This is an optimization exercise on Yosys and OpenROAD, whose aim is small area, a short achievable clock period and few clock cycles per item, not a production implementation.
At most, simulation tests tie the RTL to the original design; equivalence was not proved.
The RTL of runs 2 and 3 was laid out without a check of its function.
No activity file was given, so power comes from the tool's default toggle rates.

==> flow/design.v <==
module mm_top(
    input  logic       clk,
    input  logic       rst,
    input  logic       read,
    input  logic       start,
    input  logic [7:0] in_data,
    input  logic [2:0] ram_slot,
    output logic       finish,
    output logic [8:0] out_data
);
    localparam int W0 = 17, W1 = 17, W2 = 15, W3 = 13;
    localparam int RW = W0 + W1 + W2 + W3;   
    localparam int O1 = W0, O2 = W0 + W1, O3 = W0 + W1 + W2;
    typedef enum logic [1:0] {IDLE = 2'd0, COMP = 2'd1, READ = 2'd2} state_t;
    state_t     state, state_n;
    logic [4:0] u, u_n;      
    logic [2:0] slot_q;      
    logic       fin_q;
    logic [1:0] g;           
    wire idle  = (state == IDLE);
    wire cmd_c = idle && start;
    wire cmd_r = idle && !start && read;
    always_comb begin
        state_n = state;
        u_n = u + 5'd1;
        case (state)
            IDLE: begin
                u_n = (cmd_c || cmd_r) ? 5'd1 : 5'd0;
                if (cmd_c) state_n = COMP;
                else if (cmd_r) state_n = READ;
            end
            COMP: if (u == 5'd31) state_n = IDLE;
            default: if (u == 5'd0) begin
                state_n = IDLE;
                u_n = 5'd0;
            end
        endcase
        if (rst) begin
            state_n = IDLE;
            u_n = 5'd0;
        end
    end
    always_ff @(posedge clk) begin
        g <= g + 2'd1;
        state <= state_n;
        u <= u_n;
        fin_q <= !rst && (state == COMP) && (u == 5'd30);
        if (idle) slot_q <= ram_slot;
    end
    assign finish = fin_q;
    logic [7:0] din_q;
    logic       v1, v2;
    logic [4:0] n1, n2;
    logic [2:0] d1, d2;
    logic [7:0] hs_q;        
    logic [7:0] we_q;        
    always_ff @(posedge clk) begin
        din_q <= in_data;
        v1 <= !rst && (cmd_c || state == COMP);
        n1 <= u;
        d1 <= idle ? ram_slot : slot_q;
        v2 <= v1;
        n2 <= n1;
        d2 <= d1;
        hs_q <= 8'd1 << ((!rst && (cmd_c || state == COMP)) ? (idle ? ram_slot : slot_q) : slot_q);
        for (int x = 0; x < 8; x++) we_q[x] <= v1 && (d1 == 3'(x));
    end
    logic [7:0] kh;
    always_ff @(posedge clk) kh <= 8'd1 << u[4:2];
    wire [14:0] a = 15'(din_q);
    function automatic logic [14:0] pick(input logic s, input logic [14:0] v);
        pick = s ? v : 15'd0;
    endfunction
    wire [14:0] a0 = pick(kh[0] | kh[5] | kh[7], a << 1) | pick(kh[1], a << 4)
                   | pick(kh[2] | kh[3], a << 7) | pick(kh[4], a << 3) | pick(kh[6], a);
    wire [14:0] b0 = pick(kh[0] | kh[5], a) | pick(kh[1], a << 2)
                   | pick(kh[2], ~(a << 3)) | pick(kh[3], ~a);
    wire [14:0] c0 = pick(kh[1], a << 1) | pick(kh[2], a);
    wire        n0 = kh[2] | kh[3];
    wire [14:0] a1 = pick(kh[0], a << 3) | pick(kh[1] | kh[4], a << 7)
                   | pick(kh[2] | kh[7], a << 1) | pick(kh[3] | kh[5], a << 2) | pick(kh[6], a);
    wire [14:0] b1 = pick(kh[1], ~(a << 2)) | pick(kh[4], ~(a << 3)) | pick(kh[5], a << 1);
    wire [14:0] c1 = pick(kh[1], a);
    wire        n1b = kh[1] | kh[4];
    wire [14:0] a2 = pick(kh[0] | kh[4], a << 4) | pick(kh[1], a << 5)
                   | pick(kh[2] | kh[3] | kh[7], a << 1) | pick(kh[5], a << 3) | pick(kh[6], a);
    wire [14:0] b2 = pick(kh[0], a << 1) | pick(kh[1], a << 3) | pick(kh[2] | kh[5], a);
    wire [14:0] a3 = pick(kh[0] | kh[6], a) | pick(kh[1] | kh[5], a << 3)
                   | pick(kh[2], a << 2) | pick(kh[4] | kh[7], a << 1);
    wire [14:0] b3 = pick(kh[1], a << 1) | pick(kh[5], a << 2);
    logic [14:0] p0, p1, p2, p3;
    always_ff @(posedge clk) begin
        p0 <= a0 + b0 + c0 + 15'(n0);
        p1 <= a1 + b1 + c1 + 15'(n1b);
        p2 <= a2 + b2;
        p3 <= a3 + b3;
    end
    wire last2  = (n2[4:2] == 3'd7);
    logic [RW-1:0] nheads [0:7];
    logic [1:0]    bases [0:7];
    logic [8:0]    sp_out [0:7];
    logic [RW-1:0] head_q;
    logic [RW-1:0] nhead;
    always_comb begin
        nhead = '0;
        for (int x = 0; x < 8; x++) nhead = nhead | (hs_q[x] ? nheads[x] : '0);
    end
    always_ff @(posedge clk) head_q <= (v1 && n1[4:2] == 3'd0) ? '0 : nhead;
    wire  [RW-1:0] head = head_q;
    wire [RW-1:0] ah = head;
    wire [W0-1:0] s0 = ah[O1-1:0]  + W0'(p0);
    wire [W1-1:0] s1 = ah[O2-1:O1] + W1'(p1);
    wire [W2-1:0] s2 = ah[O3-1:O2] + W2'(p2);
    wire [W3-1:0] s3 = ah[RW-1:O3] + W3'(p3);
    wire [RW-1:0] sum = {s3, s2, s1, s0};
    wire [4:0] u_p1 = u + 5'd1;
    wire       rd   = (state == READ);
    wire [1:0] i_n  = (rd && !rst) ? u_p1[2:1] : 2'd0;
    logic sp_use, sp_h;
    always_ff @(posedge clk) begin
        sp_use <= !(rd && !rst && u_p1[4:3] != 2'd0);
        sp_h   <= u_n[0];
    end
    for (genvar x = 0; x < 8; x++) begin : g_slot
        logic [RW-1:0] ring0, ring1, ring2, ring3;
        logic [1:0] base;    
        logic [1:0] pos;     
        wire we = we_q[x];
        always_ff @(posedge clk) begin
            ring0 <= ring1;
            ring1 <= ring2;
            ring2 <= ring3;
            ring3 <= we ? sum : ring0;
            if (we && last2 && n2[1:0] == 2'd0) base <= g;
            pos <= base + i_n - g - 2'd1;
        end
        assign nheads[x] = ring1;
        assign bases[x] = base;
        logic [16:0] c0;
        always_comb begin
            case (pos)
                2'd0: c0 = ring0[16:0];
                2'd1: c0 = ring1[16:0];
                2'd2: c0 = ring2[16:0];
                default: c0 = ring3[16:0];
            endcase
        end
        assign sp_out[x] = sp_h ? {1'b0, c0[16:9]} : c0[8:0];
    end
    wire [1:0] hrow_n = g + 2'd1 - bases[slot_q];
    wire [5:0] m_a = 6'((6'(u) + 6'd3) >> 1);
    wire [5:0] m_b = m_a + 6'd1;
    wire rd_n = rd;
    wire ok_a = rd_n && m_a >= 6'd4 && m_a <= 6'd15 && m_a[1:0] == hrow_n;
    wire ok_b = rd_n && m_b >= 6'd4 && m_b <= 6'd15 && m_b[1:0] == hrow_n;
    wire [5:0] m_f = ok_a ? m_a : m_b;
    logic f_en0, f_en1;
    logic [1:0] f_col;
    always_ff @(posedge clk) begin
        f_en0 <= (ok_a || ok_b) && !m_f[0];
        f_en1 <= (ok_a || ok_b) &&  m_f[0];
        f_col <= m_f[3:2];
    end
    logic [16:0] hcol;
    always_comb begin
        case (f_col)
            2'd0: hcol = head[O1-1:0];
            2'd1: hcol = head[O2-1:O1];
            2'd2: hcol = 17'(head[O3-1:O2]);
            default: hcol = 17'(head[RW-1:O3]);
        endcase
    end
    logic [16:0] hold0, hold1;
    logic [7:0]  hi_q;
    logic [8:0]  out_q;
    logic        o_par;
    always_ff @(posedge clk) o_par <= u_p1[1];
    wire  [16:0] hold_m = o_par ? hold1 : hold0;
    wire  [2:0]  rslot = idle ? ram_slot : slot_q;
    always_ff @(posedge clk) begin
        if (f_en0) hold0 <= hcol;
        if (f_en1) hold1 <= hcol;
        hi_q <= hold_m[16:9];
        if (sp_use)     out_q <= sp_out[rslot];
        else if (!sp_h) out_q <= hold_m[8:0];
        else            out_q <= {1'b0, hi_q};
    end
    assign out_data = out_q;
endmodule
==> flow/flow/run.sh <==
#!/bin/bash
set -euo pipefail
ARGS=(SETUP_SLACK_MARGIN=6.8 "CTS_ARGS=-sink_clustering_enable -repair_clock_nets -dont_use_dummy_load -sink_clustering_size 24 -sink_clustering_max_diameter 100" "BUFFER_PORTS_ARGS=-buffer_cell sky130_fd_sc_hd__buf_2")
bash standard.sh "${ARGS[@]}" 3_3_place_gp > standard_flow_place.log 2>&1
ODB=orfs/results/sky130hd/mm_top/base/3_3_place_gp.odb MOVE_FRAC=0.8 BUF_FRAC=0.9 openroad -no_init -exit flow/move_out_regs.tcl > move_out_regs.log 2>&1
bash standard.sh "${ARGS[@]}" finish > standard_flow.log 2>&1
==> flow/flow/move_out_regs.tcl <==
# Pull each output port's buffer part of the way towards its pin, and the
# register that drives it part of the way towards the buffer, after global placement; detailed placement
# legalizes the result.
set frac $::env(MOVE_FRAC)
read_db $::env(ODB)
set block [ord::get_db_block]
foreach bterm [$block getBTerms] {
  if {[$bterm getIoType] != "OUTPUT"} { continue }
  set net [$bterm getNet]
  set buf ""
  foreach it [$net getITerms] { if {[$it isOutputSignal]} { set buf [$it getInst] } }
  if {$buf == ""} { continue }
  set ff ""
  foreach it [$buf getITerms] {
    if {[$it isInputSignal] && [$it getNet] != "NULL"} {
      foreach it2 [[$it getNet] getITerms] { if {[$it2 isOutputSignal]} { set ff [$it2 getInst] } }
    }
  }
  if {$ff == "" || ![[$ff getMaster] isSequential]} { continue }
  # the port's pin position (centre of its first pin box)
  set bb [[lindex [$bterm getBPins] 0] getBBox]
  set px [expr {([$bb xMin] + [$bb xMax]) / 2}]
  set py [expr {([$bb yMin] + [$bb yMax]) / 2}]
  set ol [$buf getLocation]
  set bx [expr {int([lindex $ol 0] + $::env(BUF_FRAC) * ($px - [lindex $ol 0]))}]
  set by [expr {int([lindex $ol 1] + $::env(BUF_FRAC) * ($py - [lindex $ol 1]))}]
  $buf setLocation $bx $by
  set bl [list $bx $by]
  set fl [$ff getLocation]
  set x [expr {int([lindex $fl 0] + $frac * ([lindex $bl 0] - [lindex $fl 0]))}]
  set y [expr {int([lindex $fl 1] + $frac * ([lindex $bl 1] - [lindex $fl 1]))}]
  puts "move [$ff getName] from $fl to $x $y (buffer [$buf getName] at $bl)"
  $ff setLocation $x $y
}
write_db $::env(ODB)
==> flow/standard.sh <==
#!/bin/bash
# synth_recipe.tcl (not shown) runs the flow's synth.tcl, then flattens the netlist and writes it again
# the make line also repeats each setting of config.mk as NAME=value (left out here)
make -C /OpenROAD-flow-scripts/flow DESIGN_CONFIG=/design/flow/config.mk WORK_HOME=/design/flow/orfs CLKGATE_MAP_FILE= SYNTH_SCRIPT=/design/flow/synth_recipe.tcl "${@:-finish}"
==> flow/config.mk <==
export PLATFORM = sky130hd
export DESIGN_NAME = mm_top
export DESIGN_NICKNAME = mm_top
export VERILOG_FILES = /design/flow/design.v
export SDC_FILE = /design/flow/constraint.sdc
export NUM_CORES = 4
export LEC_CHECK = 0
export ABC_AREA = 1
export CAP_MARGIN = 20
export CORE_MARGIN = 2
export CORE_UTILIZATION = 40
export SLEW_MARGIN = 20
==> flow/constraint.sdc <==
create_clock -name core_clock -period 10.0 [get_ports {clk}]
set_input_delay 2.0000 -clock core_clock [delete_from_list [all_inputs] [get_ports {clk}]]
set_output_delay 2.0000 -clock core_clock [all_outputs]
set_load 0.01 [all_outputs]
==> metrics.md, run 1 <==
| Metric | Value |
|---|---|
| Area Growth Syn to Fin | `7.87%` |
| DR pass1 iterations | `6` |
| Initial antenna violation count | `18` |
| EDFF count, synth | `50` |
| CP cell instances | `buf_6` |
| Hpwl dp | `137,000 µm` |
| Dominant synthesized flop cell | `dfxtp_1` |
| Gate Count Post-Synth | `6,657` |
| Multi-input logic area | `20,100 µm²` |
| PD cells | `256 nW/µm²` |
| Vias | `45,600` |
| H-tree levels | `3` |
| Yosys top cell area share | `65.1%` |
| Worst Path Max Fanout | `1` |
| IO buf count | `24` |
| Root Buffer | `clkbuf_16` |
| Hold Startpoint | `g_slot[0].ring3[19]` |
| Cell variety after synth | `55` |
| FF-to-FF End | `p1[10]` |
| Fin area | `72,800 µm²` |
| Slew Limit Fails | `0` |
| Crit share post-route | `32.4%` |
| Synthesized area | `67,500 µm²` |
| Post-synth top cells | `dfxtp_1, nand2_1, nand3_1, o21ai_0, a21oi_1` |
| Setup crit start | `out_q[6]` |
| Synthesized net count | `6,822` |
| RR Startpoint | `kh[1]` |
| Vias in the first global route | `44,500` |
| Min Tclk post-route | `3.24 ns` |
| CTS sink cnt | `2,247` |
| Layout cell share with drive strength beyond 1 | `5.45%` |
| Die area | `172,000 µm²` |
| Register area | `45,600 µm²` |
| Yosys reg bits | `2,247` |
| RSZ-0062 raised after global routing | `true` |
| Worst-path clk slew | `0.09 ns` |
| Routed vias/inst | `5.19` |
| Ports | `25` |
| Syn. warnings | `4` |
| Synth top area cells | `dfxtp_1, nand2_1, nand3_1, o21ai_0, edfxtp_1` |
| Max_slew headroom | `15.5%` |
| Peak supply drop | `155 µV` |
| First-pass GRT wire length | `297,000 µm` |
| Gpl congestion | `0.949` |
| Die height | `415 µm` |
| Fillers | `16,100` |
| Final antenna-violating net count | `0` |
| Core area | `167,000 µm²` |
| Total congestion overflow | `0` |
| Crit-path leading delay family | `flip-flops` |
| Most numerous cell in the Yosys netlist | `dfxtp_1` |
| Largest net degree at the start of global routing | `70` |
| Dpl cell area | `69,900 µm²` |
| Initial DRC Count | `3,907` |
| Clock Path Buffers | `3` |
| Status | `no timing/DRC/antenna violations` |
| Static Leak | `30.3 nW` |
| Nets | `6,759` |
| Avg Cell Area, Syn | `10.1 µm²` |
| FF-to-FF setup slack | `6.90 ns` |
| DR DRC count | `0` |
| Crit-path max cell delay | `0.36 ns` |
| Fmax | `0.308 GHz` |
| Hold/Removal Path Class | `reg2reg` |
| Final setup fails | `0` |
| Hold Path Sink | `g_slot[0].ring2[19]` |
| CP required | `8.00 ns` |
| Std cell rows | `150` |
| TritonCTS buffer count | `106` |
| Setup Crit Path Kind | `reg2out` |
| Fraction of registers with async set/reset | `0%` |
| Maxcap violations | `0` |
| Drt wl/cell | `23.0 µm` |
| CTS Hold Bufs | `0` |
| CTS tree | `done` |
| Reg2reg path depth | `12` |
| CP Capture Type | `output port` |
| Least-Margin Pin Slew | `1.27 ns` |
| Total power | `18.6 mW` |
| Area leader, netlist | `dfxtp_1` |
| Arrival @ worst endpoint | `1.24 ns` |
| Total GRT Usage | `23.0%` |
| Drt total wl | `202,000 µm` |
| Critical Path Source Type | `flip-flop` |
| Setup TNS | `0 ns` |
| Worst-skew pair later-pin latency | `0.80 ns` |
| Sequential fraction of the synthesis area | `67.4%` |
| Worst-case clock skew | `0.133 ns` |
| Hold path depth | `0` |
| Final count of hold timing violations | `0` |
| Slowest-stage cell, CP | `dfxtp_2` |
| Buf/Inv on CP | `1` |
| Starting density of the core | `40.3%` |
| DIE WIDTH | `415 µm` |
## layout make-up
type                       count  share of cell area, %
antenna                        2                0.00687
clock buffer                 106                   3.64
inverter                     250                   1.35
multi-input combinational   3892                   27.6
sequential                  2247                   62.6
tap                         2204                   3.79
timing repair buffer          96                  0.995
timing repair inverter         1                 0.0103
## cells by family (layout without fill, tap and decap cells)
logic type | Yosys count | after routing | synth area share (%)
XOR/XNOR | 93 | 93 | 1.25
buffers and inverters | 518 | 453 | 3.05
adder cells (fa/ha/maj) | 150 | 150 | 3.15
other | 0 | 2 | 0
flip-flops | 2247 | 2247 | 67.4
AND/OR/NAND/NOR | 2642 | 2642 | 16.3
AO/OA/AOI/OAI | 1007 | 1007 | 8.87
## cells in the final DEF (no fill, tap or decap), types with 16 or more instances in the layout
cell / netlist / final
nor3_1: 26 / 26
o21ai_0: 389 / 386
clkbuf_16: 0 / 106
o21ai_1: 15 / 16
dfxtp_4: 0 / 17
nand3_1: 420 / 420
xor2_1: 56 / 54
nor2_2: 18 / 21
dfxtp_2: 0 / 26
o22ai_1: 23 / 23
fa_1: 33 / 33
o2111ai_1: 16 / 16
o211ai_1: 25 / 25
buf_4: 11 / 70
a31oi_1: 44 / 44
a22o_1: 66 / 66
inv_1: 224 / 218
ha_1: 117 / 117
nor2_1: 139 / 130
a221oi_1: 80 / 77
dfxtp_1: 2197 / 2154
edfxtp_1: 50 / 50
nand4_1: 111 / 111
xnor2_1: 35 / 32
nand2_1: 1874 / 1872
a21oi_1: 287 / 285
## per-layer routing
layer / global-route usage, % / vias up / routed length (µm)
met2: 36.4 / 1399 / 89600
met1: 31.8 / 22100 / 92300
met3: 4.01 / 348 / 12500
li1: - / 21800 / -
met5: 0 / - / 100
met4: 7.81 / 16 / 7710
## worst max-delay path by stage
stage                             to  slack (ns)  cells after the start
finish                   out_data[6]        6.76                      1
global route                  p1[10]        6.69                     15
CTS                           p1[10]        6.66                     14
detailed placement          out_q[6]        5.99                     10
global placement            out_q[0]        6.27                     10
floorplan           g_slot[0].pos[1]        6.87                      6
## repair_timing
action                     CTS  global route
setup buffers                2             6
pin swaps                    0             2
gates resized for setup     40            41
setup endpoints to repair   38            46
cloned                       0             1
## registers in the layout, indices dropped and copies added (netlist names), 14 cells and up
signal	cells
g_slot.base	16
g_slot.pos	16
g_slot.ring0	496
g_slot.ring1	496
g_slot.ring2	496
g_slot.ring3	496
head_q	62
hold0	17
hold1	17
p0	15
p1	15
p2	14
## metrics by stage
stage,utilization [%],std cells,hold WS (ns),setup slack [ns]
2_1_floorplan,-,6657,0.310,6.87
3_3_place_gp,41.7,8681,0.310,6.27
3_5_place_dp,41.7,8681,0.312,5.99
4_1_cts,43.4,8789,0.274,6.66
5_1_grt,43.5,8797,0.292,6.69
6_report,43.5,8798,0.274,6.76
## report_power, final
part | leakage, nW | internal (mW) | switching, mW | total, mW
logic | 10.6 | 0.704 | 1.78 | 2.48
registers | 18.4 | 10.7 | 0.867 | 11.6
clock network | 1.31 | 1.89 | 2.68 | 4.57
total | 30.3 | 13.3 | 5.32 | 18.6
Testbench counts, summed over its fixed seeds: cycles 12,480, items 192.
==> run 2: changes to the inputs <==
--- a/flow/design.v
+++ b/flow/design.v
@@ -125,5 +125,5 @@
         logic [RW-1:0] ring0, ring1, ring2, ring3;
         logic [1:0] base;    
-        logic [1:0] pos;     
+        logic [3:0] pos;     
         wire we = we_q[x];
         always_ff @(posedge clk) begin
@@ -133,5 +133,5 @@
             ring3 <= we ? sum : ring0;
             if (we && last2 && n2[1:0] == 2'd0) base <= g;
-            pos <= base + i_n - g - 2'd1;
+            pos <= 4'd1 << 2'(base + i_n - g - 2'd1);
         end
         assign nheads[x] = ring1;
@@ -139,10 +139,6 @@
         logic [16:0] c0;
         always_comb begin
-            case (pos)
-                2'd0: c0 = ring0[16:0];
-                2'd1: c0 = ring1[16:0];
-                2'd2: c0 = ring2[16:0];
-                default: c0 = ring3[16:0];
-            endcase
+            c0 = (pos[0] ? ring0[16:0] : 17'd0) | (pos[1] ? ring1[16:0] : 17'd0)
+               | (pos[2] ? ring2[16:0] : 17'd0) | (pos[3] ? ring3[16:0] : 17'd0);
         end
         assign sp_out[x] = sp_h ? {1'b0, c0[16:9]} : c0[8:0];
==> flow/flow/run.sh (replaced) <==
#!/bin/bash
set -euo pipefail
ARGS=(SETUP_SLACK_MARGIN=6.8 "CTS_ARGS=-sink_clustering_enable -repair_clock_nets -dont_use_dummy_load -sink_clustering_size 27 -sink_clustering_max_diameter 110" "BUFFER_PORTS_ARGS=-buffer_cell sky130_fd_sc_hd__buf_2")
bash standard.sh "${ARGS[@]}" 3_3_place_gp > standard_flow_place.log 2>&1
ODB=orfs/results/sky130hd/mm_top/base/3_3_place_gp.odb MOVE_FRAC=0.8 BUF_FRAC=0.9 openroad -no_init -exit flow/move_out_regs.tcl > move_out_regs.log 2>&1
bash standard.sh "${ARGS[@]}" finish > standard_flow.log 2>&1
==> run 2 against run 1 <==
  * Synthesized area down 0.28%
  * Register-to-register slack better by 0.03 ns
  * Sequential power about the same
  * Cell count fell by 0.81%
  * Sequential share of layout area up 0.71 points
  * First-iteration DRC count is 7.5% higher
  * Non-clock buffer count is 6 higher
  * Highest routed layer unchanged
  * Clock skew rose by 0.018 ns
  * Die area is 0.28% lower
  * Critical endpoint is now out_data[5]
  * Critical path type unchanged
  * Largest cell class unchanged
  * Design area fell by 0.43%
==> metrics.md, run 2 <==
| Metric | Value |
|---|---|
| Std cell rows | `150` |
| Final antenna-violating net count | `0` |
| Register area | `45,900 µm²` |
| Synthesized area | `67,300 µm²` |
| Switching share of total power | `28.2%` |
| Static Leak | `30.1 nW` |
| Fraction of registers with async set/reset | `0%` |
| Hold/Removal Path Class | `reg2reg` |
| CP required | `8.00 ns` |
| Hold Path Sink | `g_slot[3].ring1[9]` |
| Commonest non-fill, non-tap cell in the layout | `dfxtp_1` |
| Crit-path max cell delay | `0.36 ns` |
| Area leader, netlist | `dfxtp_1` |
| Gate Count Post-Synth | `6,606` |
| Total power | `18.4 mW` |
| Crit share post-route | `32.0%` |
| Most numerous cell in the Yosys netlist | `dfxtp_1` |
| Final setup fails | `0` |
| Fmax | `0.313 GHz` |
| TritonCTS buffer count | `95` |
| Total congestion overflow | `0` |
| Multi-input logic area | `19,700 µm²` |
| Clock Path Buffers | `3` |
| Flop pwr share | `63.5%` |
| Gpl congestion | `0.936` |
| Die height | `414 µm` |
| Worst Path Max Fanout | `1` |
| Least-Margin Pin Slew | `1.16 ns` |
| Worst-case clock skew | `0.151 ns` |
| PnR worst setup slack | `6.80 ns` |
| CTS sink cnt | `2,263` |
| Worst-path clk slew | `0.10 ns` |
| Starting density of the core | `40.3%` |
| Slowest-stage cell, CP | `dfxtp_2` |
| Total GRT Usage | `22.4%` |
| Pre-CTS worst setup slack | `6.10 ns` |
| H-tree levels | `3` |
| Avg Cell Area, Syn | `10.2 µm²` |
| Yosys reg bits | `2,263` |
| Ports | `25` |
| PD cells | `254 nW/µm²` |
| EDFF count, synth | `50` |
| Root Buffer | `clkbuf_16` |
| Max_slew headroom | `22.8%` |
| Worst-skew pair later-pin latency | `0.77 ns` |
| RR Startpoint | `din_q[3]` |
| Synthesized net count | `6,771` |
| Vias | `45,200` |
| CP cell instances | `buf_6` |
| Commonest cells after routing, fill and taps aside | `dfxtp_1, nand2_1, o21ai_0` |
| Crit-path leading delay family | `flip-flops` |
| Post-synth top cells | `dfxtp_1, nand2_1, o21ai_0, nand3_1, a21oi_1` |
| Layout cell share with drive strength beyond 1 | `4.97%` |
| Setup Crit Path Kind | `reg2out` |
| Hpwl dp | `129,000 µm` |
| Buf/Inv on CP | `1` |
| Area Growth Syn to Fin | `7.71%` |
| Synth top area cells | `dfxtp_1, nand2_1, o21ai_0, nand3_1, a21oi_1` |
| Yosys top cell area share | `65.8%` |
| Combinational cell fraction of total power | `12.9%` |
| Nets | `6,689` |
| Initial DRC Count | `4,200` |
| Sequential fraction of the synthesis area | `68.0%` |
| Reg2reg path depth | `12` |
| First-pass GRT wire length | `291,000 µm` |
| Vias in the first global route | `44,000` |
| FF-to-FF End | `p0[10]` |
| Psw | `5.18 mW` |
| Fillers | `15,700` |
| Setup TNS | `0 ns` |
| Int Pwr | `13.2 mW` |
| CTS tree | `done` |
| DR pass1 iterations | `6` |
| Slew Limit Fails | `0` |
| Syn. warnings | `4` |
| Arrival @ worst endpoint | `1.20 ns` |
| Hold path depth | `0` |
| Routed vias/inst | `5.18` |
| Dominant synthesized flop cell | `dfxtp_1` |
| Critical Path Source Type | `flip-flop` |
| Core area | `167,000 µm²` |
| Die area | `172,000 µm²` |
| Drt wl/cell | `22.6 µm` |
| Peak supply drop | `199 µV` |
| Min Tclk post-route | `3.20 ns` |
| DIE WIDTH | `414 µm` |
| RSZ-0062 raised after global routing | `true` |
| Initial antenna violation count | `11` |
| Drt total wl | `197,000 µm` |
| Cell variety after synth | `56` |
| FF-to-FF setup slack | `6.93 ns` |
| Status | `no timing/DRC/antenna violations` |
| Final count of hold timing violations | `0` |
| Largest net degree at the start of global routing | `60` |
| IO buf count | `24` |
| Maxcap violations | `0` |
| Clock power share | `23.7%` |
| DR DRC count | `0` |
| Hold Startpoint | `g_slot[3].ring2[9]` |
| CP Capture Type | `output port` |
-- run 2: worst max path at each step --
stage / from / to / slack (ns) / cells after the start
after floorplan: rst / g_slot[4].pos[1] / 6.77 / 7
after global placement: kh[5] / p0[10] / 6.37 / 15
after detailed placement: ram_slot[0] / out_q[1] / 6.10 / 13
after CTS: out_q[0] / out_data[0] / 6.76 / 1
after global routing: out_q[1] / out_data[1] / 6.76 / 1
final: out_q[5] / out_data[5] / 6.80 / 1
-- run 2: metal layers --
metal	wire (µm)	part of all wire, %	track usage, %
met5	61	0.031	0
met4	6690	3.4	6.88
met3	12200	6.2	3.31
met1	89400	45	31.0
met2	89000	45	36.2
-- run 2: kinds of logic (layout without fill, tap and decap cells) --
kind of cell / count (synthesis) / count (layout) / share of synthesized area, %
compound gates: 1022 / 1022 / 9.08
xor+xnor: 95 / 95 / 1.26
fa+ha+maj: 150 / 150 / 3.16
buf+inv: 548 / 464 / 3.11
flops: 2263 / 2263 / 68.0
other cells: 0 / 1 / 0
simple gates: 2528 / 2528 / 15.4
-- run 2: power groups by stage --
stage / Sequential [mW] / Clock [mW] / Combinational [mW]
after floorplan: 11.4 / 0 / 1.39
after global routing: 11.8 / 4.74 / 2.57
final: 11.7 / 4.36 / 2.36
after CTS: 11.7 / 4.43 / 2.32
after global placement: 11.8 / 0 / 2.25
after detailed placement: 11.8 / 0 / 2.28
-- run 2: cell type report --
cell class              count  area share [%]
multi-input cells        3795            27.1
diodes                      1         0.00345
clock buffers              95            3.28
repair buffers            102            1.08
well taps                2204            3.80
flip-flops and latches   2263            63.3
inverters                 267            1.44
-- run 2: stage by stage --
step	utilization (%)	instances	cell area [µm²]	hold WS, ns
after global routing	43.4	8726	72500	0.233
after detailed placement	41.7	8611	69700	0.312
after floorplan	-	6606	67400	0.310
after global placement	41.7	8610	69700	0.310
after CTS	43.2	8714	72300	0.237
final	43.4	8727	72500	0.234
-- run 2: timing repair --
| action | 4_1_cts | 5_1_grt |
|---|---|---|
| endpoints found under the setup margin | 74 | 41 |
| pin swaps | 1 | 2 |
| hold buffers | 0 | 0 |
| endpoints found under the hold margin | 0 | 0 |
| buffers inserted | 8 | 12 |
| cloned | 0 | 0 |
| resized for setup | 48 | 36 |
==> run 3: changes to the inputs <==
--- a/flow/design.v
+++ b/flow/design.v
@@ -161,5 +161,4 @@
     always_comb begin
         case (f_col)
-            2'd0: hcol = head[O1-1:0];
             2'd1: hcol = head[O2-1:O1];
             2'd2: hcol = 17'(head[O3-1:O2]);
@@ -173,10 +172,15 @@
     always_ff @(posedge clk) o_par <= u_p1[1];
     wire  [16:0] hold_m = o_par ? hold1 : hold0;
-    wire  [2:0]  rslot = idle ? ram_slot : slot_q;
+    wire  [7:0]  rs_oh = 8'd1 << (idle ? ram_slot : slot_q);
+    logic [8:0]  sp_sel;
+    always_comb begin
+        sp_sel = '0;
+        for (int x = 0; x < 8; x++) sp_sel = sp_sel | (rs_oh[x] ? sp_out[x] : 9'd0);
+    end
     always_ff @(posedge clk) begin
         if (f_en0) hold0 <= hcol;
         if (f_en1) hold1 <= hcol;
         hi_q <= hold_m[16:9];
-        if (sp_use)     out_q <= sp_out[rslot];
+        if (sp_use)     out_q <= sp_sel;
         else if (!sp_h) out_q <= hold_m[8:0];
         else            out_q <= {1'b0, hi_q};
==> flow/flow/run.sh (replaced) <==
#!/bin/bash
set -euo pipefail
ARGS=(SETUP_SLACK_MARGIN=6.8 "CTS_ARGS=-sink_clustering_enable -repair_clock_nets -dont_use_dummy_load -sink_clustering_size 24 -sink_clustering_max_diameter 100" "BUFFER_PORTS_ARGS=-buffer_cell sky130_fd_sc_hd__buf_2")
bash standard.sh "${ARGS[@]}" 3_3_place_gp > standard_flow_place.log 2>&1
ODB=orfs/results/sky130hd/mm_top/base/3_3_place_gp.odb MOVE_FRAC=0.8 BUF_FRAC=0.9 openroad -no_init -exit flow/move_out_regs.tcl > move_out_regs.log 2>&1
bash standard.sh "${ARGS[@]}" finish > standard_flow.log 2>&1
==> run 3 against run 2 <==
  * Utilization up 0.13 points
  * Via count down 0.96%
  * Critical path depth up 11
  * Combinational power about the same
  * Still clean on timing, DRC and antenna
  * Largest cell class unchanged
  * Hold slack better by 0.019 ns
  * Count of clock-buffer cells in the layout up 10
  * Design area up 0.30%
  * Power up 1.6%
  * Highest routed layer unchanged
  * Flip-flop and latch count unchanged
==> metrics.md, run 3 <==
| Metric | Value |
|---|---|
| Status | `no timing/DRC/antenna violations` |
| Sequential fraction of the synthesis area | `68.0%` |
| Ports | `25` |
| Post-Synth XOR/XNOR Area | `1.29%` |
| Hpwl dp | `124,000 µm` |
| Gpl congestion | `0.939` |
| Syn. warnings | `4` |
| Largest family of logic cells by synthesized area | `simple AND/OR/NAND/NOR gates` |
| Total GRT Usage | `21.9%` |
| Final setup fails | `0` |
| CP required | `10.55 ns` |
| Largest net degree at the start of global routing | `68` |
| Least-Margin Pin Slew | `1.10 ns` |
| DIE WIDTH | `414 µm` |
| Gate Count Post-Synth | `6,568` |
| Fillers | `15,800` |
| Compound-Gate Fraction of Synth Area | `9.17%` |
| CTS Hold Bufs | `0` |
| EDFF count, synth | `50` |
| Initial DRC Count | `3,951` |
| Nets | `6,665` |
| Max_slew headroom | `26.7%` |
| Die height | `414 µm` |
| Routed vias/inst | `5.14` |
| Util after Layout | `43.5%` |
| CP Capture Type | `flip-flop` |
| Die area | `172,000 µm²` |
| Vias in the first global route | `43,600` |
| Initial antenna violation count | `7` |
| Starting density of the core | `40.3%` |
| Total congestion overflow | `0` |
| Dominant synthesized flop cell | `dfxtp_1` |
| Synthesized net count | `6,735` |
| Maxcap violations | `0` |
| Crit share post-route | `32.0%` |
| Area leader, netlist | `dfxtp_1` |
| RSZ-0062 raised after global routing | `true` |
| Final Non-Filler Cells | `8,703` |
| Synth top area cells | `dfxtp_1, nand2_1, o21ai_0, nand3_1, edfxtp_1` |
| Most numerous cell in the Yosys netlist | `dfxtp_1` |
| Std cell rows | `150` |
| First-pass GRT wire length | `286,000 µm` |
| Core area | `167,000 µm²` |
| Fmax | `0.312 GHz` |
| Drt wl/cell | `22.1 µm` |
| DR DRC count | `0` |
| Worst-case clock skew | `0.120 ns` |
| DR pass1 iterations | `6` |
| Fraction of registers with async set/reset | `0%` |
| Final antenna-violating net count | `0` |
| Commonest non-fill, non-tap cell in the layout | `dfxtp_1` |
| Min Tclk post-route | `3.20 ns` |
| Mux contribution to synthesized area | `0%` |
| Final count of hold timing violations | `0` |
| Vias | `44,800` |
| Avg Cell Area, Syn | `10.3 µm²` |
| Yosys reg bits | `2,263` |
| Layout cell share with drive strength beyond 1 | `5.39%` |
| Drt total wl | `192,000 µm` |
| Worst Path Max Fanout | `8` |
| IO buf count | `24` |
| Clock Path Buffers | `3` |
| Arrival @ worst endpoint | `3.75 ns` |
| CTS sink cnt | `2,263` |
| Placed insts | `8,572` |
| Root Buffer | `clkbuf_16` |
| Slew Limit Fails | `0` |
| PD cells | `257 nW/µm²` |
| Setup Crit Path Kind | `in2reg` |
| Peak supply drop | `197 µV` |
| H-tree levels | `3` |
| Hold/Removal Path Class | `reg2reg` |
| Yosys top cell area share | `65.8%` |
| Synthesized area | `67,400 µm²` |
| Critical Path Source Type | `input pin` |
| Cell variety after synth | `56` |
| TritonCTS buffer count | `105` |
| Commonest cells after routing, fill and taps aside | `dfxtp_1, nand2_1, o21ai_0` |
| Simple-gate area share of the yosys netlist | `15.1%` |
| Setup TNS | `0 ns` |
| CTS tree | `done` |
| Post-synth top cells | `dfxtp_1, nand2_1, o21ai_0, nand3_1, a21oi_1` |
| Post-Synth Adder-Cell Area | `3.19%` |
| Multi-input logic area | `19,500 µm²` |
| Area Growth Syn to Fin | `7.98%` |
| Register area | `45,900 µm²` |
| Static Leak | `30.3 nW` |
| Worst-path clk slew | `0.09 ns` |
| Worst-skew pair later-pin latency | `0.77 ns` |
run 3: changes by cell type in the layout (fill, tap and decap cells not counted), moves of 9 or more:
cell / previous run / this run
a211oi_1: 23 / 5
a21oi_1: 305 / 275
a221oi_1: 90 / 106
clkbuf_16: 95 / 105
inv_1: 243 / 257
nand3_1: 359 / 330
nor2_1: 207 / 189
o211ai_1: 13 / 22
o221ai_1: 14 / 27
run 3: critical path: stages:
cell	delay, ns
buf_2	0.09
inv_1	0.05
nand2_1	0.08
o21ai_4	0.25
inv_6	0.14
nor3_1	0.38
o21ai_0	0.15
nand2_1	0.11
nor2_1	0.04
nand2_1	0.06
nand2_1	0.06
nand2_1	0.32
run 3: report_power, final:
part	internal (mW)	switching, mW
Clock	1.87	2.67
Combinational	0.700	1.67
Sequential	10.9	0.882
Total	13.5	5.22
run 3: logic make-up (layout without fill, tap and decap cells):
group           Yosys count  in the layout
other cells               0              3
buf+inv                 568            496
flops                  2263           2263
simple gates           2482           2482
fa+ha+maj               152            152
compound gates         1007           1007
xor+xnor                 96             96
run 3: routing by layer:
| layer | part of all wire (%) | vias up | global-route usage [%] | wire length [µm] |
|---|---|---|---|---|
| li1 | - | 21400 | - | - |
| met1 | 45 | 21600 | 30.2 | 87100 |
| met2 | 45 | 1389 | 35.4 | 86800 |
| met3 | 5.8 | 341 | 2.96 | 11200 |
| met4 | 3.8 | 4 | 7.66 | 7320 |
| met5 | 0.014 | - | 0 | 26 |
run 3: per-stage QoR:
stage	instance area, µm²	hold WS, ns	setup slack (ns)	total power [mW]
after CTS	72500	0.241	6.76	18.7
after global routing	72700	0.253	6.76	19.5
after detailed placement	69700	0.312	6.13	14.2
after global placement	69700	0.310	6.43	14.2
final	72700	0.253	6.80	18.7
after floorplan	67400	0.310	6.80	13.0
run 3: final cells by class:
cell class	instances	share of cell area, %
clock buffer	105	3.61
antenna	3	0.0103
sequential	2263	63.1
timing repair buffer	108	1.11
multi-input combinational	3737	26.8
inverter	283	1.53
tap	2204	3.79
run 3: final timing paths:
kind	slack, ns	end	cells after the start	startpoint
worst max register to register	6.90	out_q[6]	12	u[0]
worst min register to register	0.25	g_slot[3].ring2[47]	0	g_slot[3].ring3[47]
worst min-delay path	0.25	g_slot[3].ring2[47]	0	g_slot[3].ring3[47]
worst max-delay path	6.80	out_q[6]	12	ram_slot[2]
run 3: repair_timing:
action	in CTS	in global routing
setup endpoints to repair	31	33
gates resized for setup	48	41
setup buffers	12	11
pin swaps	0	5

-- static timing again, ports no longer ideal --
The results above use ideal ports. As a check the final layouts listed here were re-extracted and re-timed, cells and wires unchanged.
Step 1: set_driving_cell puts a clkbuf_16 on clk and a buf_2 on each other input, an assumption about the parent block.
Step 2 times the ports against the registers' clock, not the clock port: input delays grow and output delays shrink by t, the midpoint of the rising clock arrivals with the driver on.
Slacks: ideal ports / drivers / drivers and shift; pairs: ideal ports / drivers.
| run | shift t [ns] | slack for setup (ns) | worst slew at a driven data input, ns |
|---|---|---|---|
| run 1 | 0.832 | 6.756 / 6.665 / 6.197 | 0.09 |
| run 2 | 0.783 | 6.802 / 6.720 / 6.122 | 0.06 |
| run 3 | 0.804 | 6.799 / 6.713 / 6.063 | 0.06 |
After both steps every run listed still meets setup and hold. The setup slack of run 3, which loses most, moves by -0.086 ns with the drivers and by -0.736 ns with both steps.
